Background: an optimization exercise with open tools, aiming at small area and a short achievable clock period. Do not read the settings as production practice. At most, simulation tests tie the RTL to the original design; equivalence was not proved. No activity file was given, so power comes from the tool's default toggle rates.

==> flow/design.v <==
`timescale 1ns / 1ps
module LabFPGA2 #(
	parameter int WIDTH = 24,
	parameter int DIVIDER = 40
)(
	input		logic					clk_i,
										rst_i,
										en_reg_i,
										sw_reg_b_i,
										slct_op_i,
										slct_byte_i,
										slct_sb_i,
	input		logic	[3:0]			cntrl_alu_i,
	input		logic	[3:0]			op_i,
	output	logic	[3:0]			flag_o,
	output	logic	[41:0]		display_o,
	output	logic	[1:0]			counter_slct_op_o,
										counter_slct_byte_o,
	output 	logic					sb_op_o
);
	logic [23:0] reg_a, reg_b, result, display;
	logic [1:0]  counter_slct_byte, counter_slct_op;
	logic        en_reg, slct_sb, sb_op, slct_byte, slct_op;
	logic        en_slct_sb, en_slct_byte;
	assign counter_slct_op_o   = counter_slct_op;
	assign counter_slct_byte_o = counter_slct_byte;
	assign sb_op_o             = sb_op;
	debounce #(.DIVIDER(DIVIDER)) db_en   (.clk_i(clk_i), .rst_i(rst_i), .btn_i(en_reg_i),    .btn_o(en_reg));
	debounce #(.DIVIDER(DIVIDER)) db_op   (.clk_i(clk_i), .rst_i(rst_i), .btn_i(slct_op_i),   .btn_o(slct_op));
	debounce #(.DIVIDER(DIVIDER)) db_byte (.clk_i(clk_i), .rst_i(rst_i), .btn_i(slct_byte_i), .btn_o(slct_byte));
	debounce #(.DIVIDER(DIVIDER)) db_sb   (.clk_i(clk_i), .rst_i(rst_i), .btn_i(slct_sb_i),   .btn_o(slct_sb));
	always_ff @(posedge clk_i) begin
		if (!rst_i) begin
			counter_slct_byte <= 2'd0;
			en_slct_sb        <= 1'b0;
		end else if (en_slct_byte) begin
			counter_slct_byte <= 2'd0;
		end else if (slct_byte) begin
			en_slct_sb        <= 1'b1;
			counter_slct_byte <= {counter_slct_byte[0], ~counter_slct_byte[1] & ~counter_slct_byte[0]};
		end else begin
			en_slct_sb        <= 1'b0;
		end
	end
	always_ff @(posedge clk_i) begin
		if (!rst_i) begin
			counter_slct_op <= 2'd0;
			en_slct_byte    <= 1'b0;
		end else begin
			en_slct_byte <= slct_op;
			if (slct_op)
				counter_slct_op <= {counter_slct_op[0], ~counter_slct_op[1] & ~counter_slct_op[0]};
		end
	end
	always_ff @(posedge clk_i) begin
		if (!rst_i)          sb_op <= 1'b0;
		else if (en_slct_sb) sb_op <= 1'b0;
		else if (slct_sb)    sb_op <= ~sb_op;
	end
	logic [5:0] nib_sel;
	always_comb begin
		nib_sel[0] = ~counter_slct_byte[1] & ~counter_slct_byte[0] & ~sb_op;
		nib_sel[1] = ~counter_slct_byte[1] & ~counter_slct_byte[0] &  sb_op;
		nib_sel[2] =  counter_slct_byte[0] & ~sb_op;
		nib_sel[3] =  counter_slct_byte[0] &  sb_op;
		nib_sel[4] =  counter_slct_byte[1] & ~sb_op;
		nib_sel[5] =  counter_slct_byte[1] &  sb_op;
	end
	wire we_a  = en_reg & ~counter_slct_op[0];
	wire we_b  = en_reg &  counter_slct_op[0];
	wire ld_br = we_b & sw_reg_b_i;
	always_ff @(posedge clk_i) begin
		if (!rst_i) begin
			reg_a <= 24'd0;
			reg_b <= 24'd0;
		end else begin
			for (int n = 0; n < 6; n++) begin
				if (we_a & nib_sel[n]) reg_a[4*n +: 4] <= op_i;
				if (ld_br)                       reg_b[4*n +: 4] <= result[4*n +: 4];
				else if (we_b & nib_sel[n])      reg_b[4*n +: 4] <= op_i;
			end
		end
	end
	ALU_DUT ALU (
		.cntrl_alu_i(cntrl_alu_i),
		.reg_a_i(reg_a),
		.reg_b_i(reg_b),
		.flag_o(flag_o),
		.result_o(result)
	);
	always_comb begin
		case (counter_slct_op[1:0])
			2'b00:   display = reg_a;
			2'b01:   display = reg_b;
			default: display = result;
		endcase
	end
	genvar i;
	generate
		for (i = 0; i < 6; i++) begin : gen_seg
			seg7_digit decoder (
				.digit_i   (display[i*4 +: 4]),
				.segments_o(display_o[i*7 +: 7])
			);
		end
	endgenerate
endmodule
module ALU_DUT (
	input		logic	[3:0]			cntrl_alu_i,
	input		logic	[23:0]		reg_a_i,
										reg_b_i,
	output	logic	[3:0]			flag_o,
	output	logic	[23:0]		result_o
);
	logic [24:0] r;
	logic [24:0] add, sub, inc, dec, shl, shr;
	logic [23:0] a, b;
	logic [15:0] s;
	assign a = reg_a_i;
	assign b = reg_b_i;
	assign add = {1'b0, a} + {1'b0, b};
	assign sub = {1'b0, a} - {1'b0, b};
	assign inc = {1'b0, a} + 25'd1;
	assign dec = {1'b0, a} - 25'd1;
	wire big = |b[23:5];
	assign shl = big ? 25'd0 : ({1'b0, a} << b[4:0]);
	assign shr = big ? 25'd0 : ({1'b0, a} >> b[4:0]);
	always_comb for (int k = 0; k < 16; k++) s[k] = (cntrl_alu_i == k);
	assign r = ({25{s[0]}} & add)
	         | ({25{s[1]}} & sub)
	         | ({25{s[2]}} & inc)
	         | ({25{s[3]}} & dec)
	         | ({25{s[4]}} & {1'b0, a & b})
	         | {24'd0, s[5] & ((|a) | (|b))}
	         | ({25{s[6]}} & {1'b0, a})
	         | ({25{s[7]}} & {1'b1, ~b})
	         | ({25{s[8]}} & {1'b1, ~(a & b)})
	         | ({25{s[9] | s[10]}} & {1'b0, a ^ b})
	         | ({25{s[11]}} & shl)
	         | ({25{s[12]}} & shr)
	         | {24'd0, s[13] & sub[24]}
	         | {24'd0, s[14] & ~sub[24]};
	assign flag_o[0] = (r == 25'd0);
	assign flag_o[1] = r[23];
	assign flag_o[2] = r[24];
	assign flag_o[3] = r[24];
	assign result_o  = r[23:0];
endmodule
module seg7_digit (
	input  logic [3:0] digit_i,
	output logic [6:0] segments_o
);
	always_comb begin
		case (digit_i)
			4'h0: segments_o = 7'b100_0000;
			4'h1: segments_o = 7'b111_1001;
			4'h2: segments_o = 7'b010_0100;
			4'h3: segments_o = 7'b011_0000;
			4'h4: segments_o = 7'b001_1001;
			4'h5: segments_o = 7'b001_0010;
			4'h6: segments_o = 7'b000_0010;
			4'h7: segments_o = 7'b111_1000;
			4'h8: segments_o = 7'b000_0000;
			4'h9: segments_o = 7'b001_1000;
			4'ha: segments_o = 7'b000_1000;
			4'hb: segments_o = 7'b000_0011;
			4'hc: segments_o = 7'b100_0110;
			4'hd: segments_o = 7'b010_0001;
			4'he: segments_o = 7'b000_0110;
			default: segments_o = 7'b000_1110;
		endcase
	end
endmodule
module debounce #(
	parameter int DIVIDER = 40
)(
	input  logic clk_i,
	             rst_i,
	             btn_i,
	output logic btn_o
);
	logic [5:0] cnt;
	wire idle = &cnt;
	always_ff @(posedge clk_i) begin
		if (!rst_i)               cnt <= 6'h3f;
		else if (!idle)           cnt <= cnt - 6'd1;
		else if (!btn_i)          cnt <= 6'(DIVIDER - 1);
	end
	assign btn_o = (cnt == 6'(DIVIDER - 1));
endmodule
export LEC_CHECK = 0
export CAP_MARGIN = 20
export CORE_MARGIN = 2
export CORE_UTILIZATION = 40
export SETUP_SLACK_MARGIN = 3
export SLEW_MARGIN = 20
create_clock -name core_clock -period 12.0 [get_ports {clk_i}]
run.sh (not shown) runs the stock make flow with config.mk's settings and CLKGATE_MAP_FILE= SYNTH_SCRIPT=/design/flow/synth_recipe.tcl, a recipe that flattens the netlist after the stock synthesis.
The baseline went through all stages and came out clean.
Next try:
--- a/flow/config.mk
+++ b/flow/config.mk
@@ -11 +10,0 @@
-export SETUP_SLACK_MARGIN = 3
Global-route usage is about the same.
Final area falls by a few percent.
Setup slack gets worse by 1700 ps.
Total power falls slightly.
Routed wire length falls slightly.
Sequential cell count does not change.
Utilization falls by 1.1 points.
Critical path depth falls by 1.
Via count falls slightly.
No run of this note included a check of the RTL's function; only the layout flow was run.

* * *

job 5195:
LabFPGA2, a different RTL version from the one above (not shown whole).
For scale: about 1,800 cells after synthesis, about 66 I/O pins, ~11,000 sq um of cells after synthesis.
Settings: LEC_CHECK=0, CAP_MARGIN=20, CORE_MARGIN=2, CORE_UTILIZATION=40, SLEW_MARGIN=20, SYNTH_HIERARCHICAL=1; clock period 12.0 ns.
standard.sh (not shown) runs the stock make flow with config.mk's settings and CLKGATE_MAP_FILE= SYNTH_SCRIPT=/design/flow/synth_recipe.tcl, a recipe that flattens the netlist after the stock synthesis.
==> flow/flow/run.sh <==
#!/bin/bash
# Own layout flow: the standard ORFS flow (standard.sh) with
#  - the standard synthesis script (synth_recipe.tcl, hierarchical), but ABC's mapping run
#    on each module separately: flow/abc_dp.script (delay oriented) on the operand
#    datapath alu_dp, flow/abc_area.script on alu_out and the top module, without the
#    slow cells listed in flow/dont_use.txt; and no full/half-adder cell extraction;
#  - port buffers of type buf_2;
#  - extra ORFS settings from flow/knobs.txt (one VAR=value per line).
# The make output goes to flow_make.log; ORFS keeps each step's log under orfs/logs.
set -euo pipefail
W=$(pwd)
cat > "$W/my_synth.tcl" <<EOT
proc abc {args} {
  set i [lsearch -exact \$args -script]
  set j [expr {\$i + 1}]
  set a [lreplace \$args \$j \$j $W/flow/abc_area.script]
  set f [open $W/flow/dont_use.txt r]
  foreach c [split [string trim [read \$f]]] { if {\$c ne ""} { lappend a -dont_use \$c } }
  close \$f
  set d [lreplace \$a \$j \$j $W/flow/abc_dp.script]
  yosys abc {*}\$d alu_dp
  yosys abc {*}\$a alu_out
  yosys abc {*}\$a LabFPGA2
}
source $W/synth_recipe.tcl
EOT
KNOBS=()
while IFS= read -r line; do
  [[ -z "$line" || "$line" == \#* ]] && continue
  KNOBS+=("$line")
done < "$W/flow/knobs.txt"
bash "$W/standard.sh" \
  "SYNTH_SCRIPT=$W/my_synth.tcl" \
  "ADDER_MAP_FILE=" \
  "BUFFER_PORTS_ARGS=-buffer_cell sky130_fd_sc_hd__buf_2" \
  "${KNOBS[@]}" \
  finish > "$W/flow_make.log" 2>&1
==> flow/flow/abc_dp.script <==
strash
dch
map
topo
stime -c
buffer -c
upsize -c
dnsize -c
==> flow/flow/dont_use.txt <==
sky130_fd_sc_hd__a222oi_1 sky130_fd_sc_hd__or4_1 sky130_fd_sc_hd__or4_2 sky130_fd_sc_hd__or4_4 sky130_fd_sc_hd__or4b_1 sky130_fd_sc_hd__or4b_2 sky130_fd_sc_hd__or4b_4 sky130_fd_sc_hd__or4bb_1 sky130_fd_sc_hd__or4bb_2 sky130_fd_sc_hd__or4bb_4 sky130_fd_sc_hd__or3_1 sky130_fd_sc_hd__or3_2 sky130_fd_sc_hd__or3_4 sky130_fd_sc_hd__or3b_1 sky130_fd_sc_hd__or3b_2 sky130_fd_sc_hd__or3b_4 sky130_fd_sc_hd__mux4_1 sky130_fd_sc_hd__mux4_2 sky130_fd_sc_hd__mux4_4 sky130_fd_sc_hd__nor4_1 sky130_fd_sc_hd__nor4_2 sky130_fd_sc_hd__nor4_4 sky130_fd_sc_hd__nor4b_1 sky130_fd_sc_hd__nor4b_2 sky130_fd_sc_hd__nor4b_4 sky130_fd_sc_hd__nor4bb_1 sky130_fd_sc_hd__nor4bb_2 sky130_fd_sc_hd__nor4bb_4 sky130_fd_sc_hd__a2111oi_0 sky130_fd_sc_hd__a2111oi_1 sky130_fd_sc_hd__a2111oi_2 sky130_fd_sc_hd__a2111oi_4 sky130_fd_sc_hd__o2111ai_1 sky130_fd_sc_hd__o2111ai_2 sky130_fd_sc_hd__o2111ai_4 sky130_fd_sc_hd__a2111o_1 sky130_fd_sc_hd__a2111o_2 sky130_fd_sc_hd__a2111o_4 sky130_fd_sc_hd__o2111a_1 sky130_fd_sc_hd__o2111a_2 sky130_fd_sc_hd__o2111a_4
==> flow/flow/knobs.txt <==
ABC_AREA=1
SETUP_SLACK_MARGIN=4.5
CORE_UTILIZATION=65
CTS_BUF_LIST=sky130_fd_sc_hd__clkbuf_8
CTS_CLUSTER_SIZE=40
Other scripts of this flow, unchanged in this note and not shown: flow/flow/abc_area.script
--- input diff job 5195..job 6243 ---
==> flow/flow/run.sh <==
#!/bin/bash
# Own layout flow: the standard ORFS flow (standard.sh) with
#  - the standard synthesis script (synth_recipe.tcl, hierarchical), but ABC's mapping run
#    per module: flow/abc_dp.script on the operand datapath alu_dp, flow/abc_out.script
#    on the result/display logic alu_out and flow/abc_area.script on the top module;
#    no full/half-adder cell extraction;
#  - port buffers of type buf_2;
#  - extra ORFS settings from flow/knobs.txt (one VAR=value per line).
# The make output goes to flow_make.log; ORFS keeps each step's log under orfs/logs.
set -euo pipefail
W=$(pwd)
cat > "$W/my_synth.tcl" <<EOT
proc abc {args} {
  set i [lsearch -exact \$args -script]
  set j [expr {\$i + 1}]
  yosys abc {*}[lreplace \$args \$j \$j $W/flow/abc_dp.script] alu_dp
  yosys abc {*}[lreplace \$args \$j \$j $W/flow/abc_out.script] alu_out
  yosys abc {*}[lreplace \$args \$j \$j $W/flow/abc_area.script] LabFPGA2
}
source $W/synth_recipe.tcl
EOT
KNOBS=()
while IFS= read -r line; do
  [[ -z "$line" || "$line" == \#* ]] && continue
  KNOBS+=("$line")
done < "$W/flow/knobs.txt"
bash "$W/standard.sh" \
  "SYNTH_SCRIPT=$W/my_synth.tcl" \
  "ADDER_MAP_FILE=" \
  "BUFFER_PORTS_ARGS=-buffer_cell sky130_fd_sc_hd__buf_2" \
  "${KNOBS[@]}" \
  finish > "$W/flow_make.log" 2>&1
==> flow/flow/abc_out.script (new file) <==
strash
&get -n
&st
&dch -f
&nf -R 1000 -p
&put
mfs2
strash
&get -n
&dch -f
&nf -R 1000 -p
&put
topo
stime -c
buffer -c
upsize -c
dnsize -c
==> flow/flow/knobs.txt <==
ABC_AREA=1
SETUP_SLACK_MARGIN=4
removed: flow/flow/dont_use.txt
Findings:
- When job 6243 is measured against job 5195, its placement row count turns out 26% higher.
- Job 6243 falls short of job 5195 in maximum frequency.
- In the tables for job 6243 and job 5195, routing usage on met2 reads lower with job 6243.
- Between job 6243 and job 5195, post-placement setup slack is higher for job 5195, job 6243 comes in under that.
- [compare] base=job 5195 new=job 6243: utilization fell 32 points, height of the die rose about 25%, number of iterations in the first detailed-routing pass shrank by 3.
- Job 6243 vs job 5195: worst-margin pin slew up in job 6243
- Re synthesized instance count: job 5195 was higher than job 6243.
- Every stage of the flow completed for job 5195, and the final layout passed the timing, DRC and antenna checks.
- Job 6243 finished every stage and its layout cleared the timing, DRC and antenna checks.
- Power, job 6243 and job 5195, lower one = job 5195.
- The standard cells in job 6243 occupy less silicon area than those in job 5195 do.
For job 6236, these inputs were changed with respect to job 6243:
-- flow/flow/run.sh --
<<< job 6243, line 3
#  - the standard synthesis script (synth_recipe.tcl, hierarchical), but ABC's mapping run
#    per module: flow/abc_dp.script on the operand datapath alu_dp, flow/abc_out.script
#    on the result/display logic alu_out and flow/abc_area.script on the top module;
#    no full/half-adder cell extraction;
#  - port buffers of type buf_2;
>>> job 6236, line 3
#  - the standard synthesis script (synth_recipe.tcl, hierarchical), but ABC's mapping run
#    on each module (alu_dp, alu_out, top) separately with flow/abc_area.script, without
#    the slow cells listed in flow/dont_use.txt, and no full/half-adder cell extraction;
#  - port buffers of type buf_2;
<<< job 6243, line 15
  set j [expr {\$i + 1}]
  yosys abc {*}[lreplace \$args \$j \$j $W/flow/abc_dp.script] alu_dp
  yosys abc {*}[lreplace \$args \$j \$j $W/flow/abc_out.script] alu_out
  yosys abc {*}[lreplace \$args \$j \$j $W/flow/abc_area.script] LabFPGA2
}
>>> job 6236, line 14
  set j [expr {\$i + 1}]
  set a [lreplace \$args \$j \$j $W/flow/abc_area.script]
  set f [open $W/flow/dont_use.txt r]
  foreach c [split [string trim [read \$f]]] { if {\$c ne ""} { lappend a -dont_use \$c } }
  close \$f
  yosys abc {*}\$a alu_dp
  yosys abc {*}\$a alu_out
  yosys abc {*}\$a LabFPGA2
}
==> flow/flow/dont_use.txt (new file) <==
sky130_fd_sc_hd__a222oi_1 sky130_fd_sc_hd__or4_1 sky130_fd_sc_hd__or4_2 sky130_fd_sc_hd__or4_4 sky130_fd_sc_hd__or4b_1 sky130_fd_sc_hd__or4b_2 sky130_fd_sc_hd__or4b_4 sky130_fd_sc_hd__or4bb_1 sky130_fd_sc_hd__or4bb_2 sky130_fd_sc_hd__or4bb_4 sky130_fd_sc_hd__or3_1 sky130_fd_sc_hd__or3_2 sky130_fd_sc_hd__or3_4 sky130_fd_sc_hd__or3b_1 sky130_fd_sc_hd__or3b_2 sky130_fd_sc_hd__or3b_4 sky130_fd_sc_hd__mux4_1 sky130_fd_sc_hd__mux4_2 sky130_fd_sc_hd__mux4_4 sky130_fd_sc_hd__nor4_1 sky130_fd_sc_hd__nor4_2 sky130_fd_sc_hd__nor4_4 sky130_fd_sc_hd__nor4b_1 sky130_fd_sc_hd__nor4b_2 sky130_fd_sc_hd__nor4b_4 sky130_fd_sc_hd__nor4bb_1 sky130_fd_sc_hd__nor4bb_2 sky130_fd_sc_hd__nor4bb_4 sky130_fd_sc_hd__a2111oi_0 sky130_fd_sc_hd__a2111oi_1 sky130_fd_sc_hd__a2111oi_2 sky130_fd_sc_hd__a2111oi_4 sky130_fd_sc_hd__o2111ai_1 sky130_fd_sc_hd__o2111ai_2 sky130_fd_sc_hd__o2111ai_4 sky130_fd_sc_hd__a2111o_1 sky130_fd_sc_hd__a2111o_2 sky130_fd_sc_hd__a2111o_4 sky130_fd_sc_hd__o2111a_1 sky130_fd_sc_hd__o2111a_2 sky130_fd_sc_hd__o2111a_4
==> flow/flow/knobs.txt <==
ABC_AREA=1
SETUP_SLACK_MARGIN=4
CORE_UTILIZATION=65
CTS_BUF_LIST=sky130_fd_sc_hd__clkbuf_8
CTS_CLUSTER_SIZE=40
RECOVER_POWER=100
removed: flow/flow/abc_dp.script
removed: flow/flow/abc_out.script
[summary]
STATUS run=job 6236 STAGES=ALL_DONE FINAL_CHECKS=FAILED CAUSE=max-capacitance violations, max-slew violations
Power in combinational cells of job 6236 falls short of that of job 6243 by more than 10%.
Delta (job 6236 minus job 6243): estimated wirelength of the detail-placed design went down by 12%; number of rows in the core area went down by 14.
In job 6236, worst path setup slack after routing is lower than in job 6243.
Diff job 6236 and job 6243: register fraction of the total cell area lower in job 6243
On measured slew at the worst slew-check pin: job 6236 sits above job 6243.
Diff job 6243 -> job 6236: area added between synthesis and finish lost 1.2 points; total power consumption of the routed design now sits lower.

## port drivers added, routing unchanged
The results above use ideal ports. As a check the final layouts listed here were re-extracted and re-timed, cells and wires unchanged. Step 1, drivers: a clkbuf_16 drives clk_i and a buf_2 each remaining input, both assumed. Step 2 moves the port delays by t, midway between the first and last clock arrival at a register: inputs arrive t later, outputs are due t later. That takes back most of the time a late clock gives input paths. a / b / c = ideal ports / drivers / drivers and shift; a / b = the first two.
run | shift t [ns] | setup WS [ns] | worst hold slack (ns) | worst slew at a driven data input, ns | pins driven straight from the clock port
the first run of note 1 | 0.367 | 3.047 / 3.018 / 3.018 | 0.432 / 0.432 / 0.432 | 0.05 | 1
the second run of note 1 | 0.368 | 1.383 / 1.358 / 1.358 | 0.430 / 0.430 / 0.430 | 0.06 | 1
job 5195 | 0.386 | 4.284 / 4.225 / 4.225 | 0.470 / 0.470 / 0.470 | 0.08 | 1
job 6243 | 0.384 | 4.077 / 4.054 / 4.054 | 0.423 / 0.423 / 0.423 | 0.04 | 1
job 6236 | 0.391 | 3.389 / 3.364 / 3.364 | 0.458 / 0.458 / 0.458 | 0.03 | 1
The setup slack of job 5195, which loses most, moves by -0.059 ns with the drivers and by -0.059 ns with both steps.
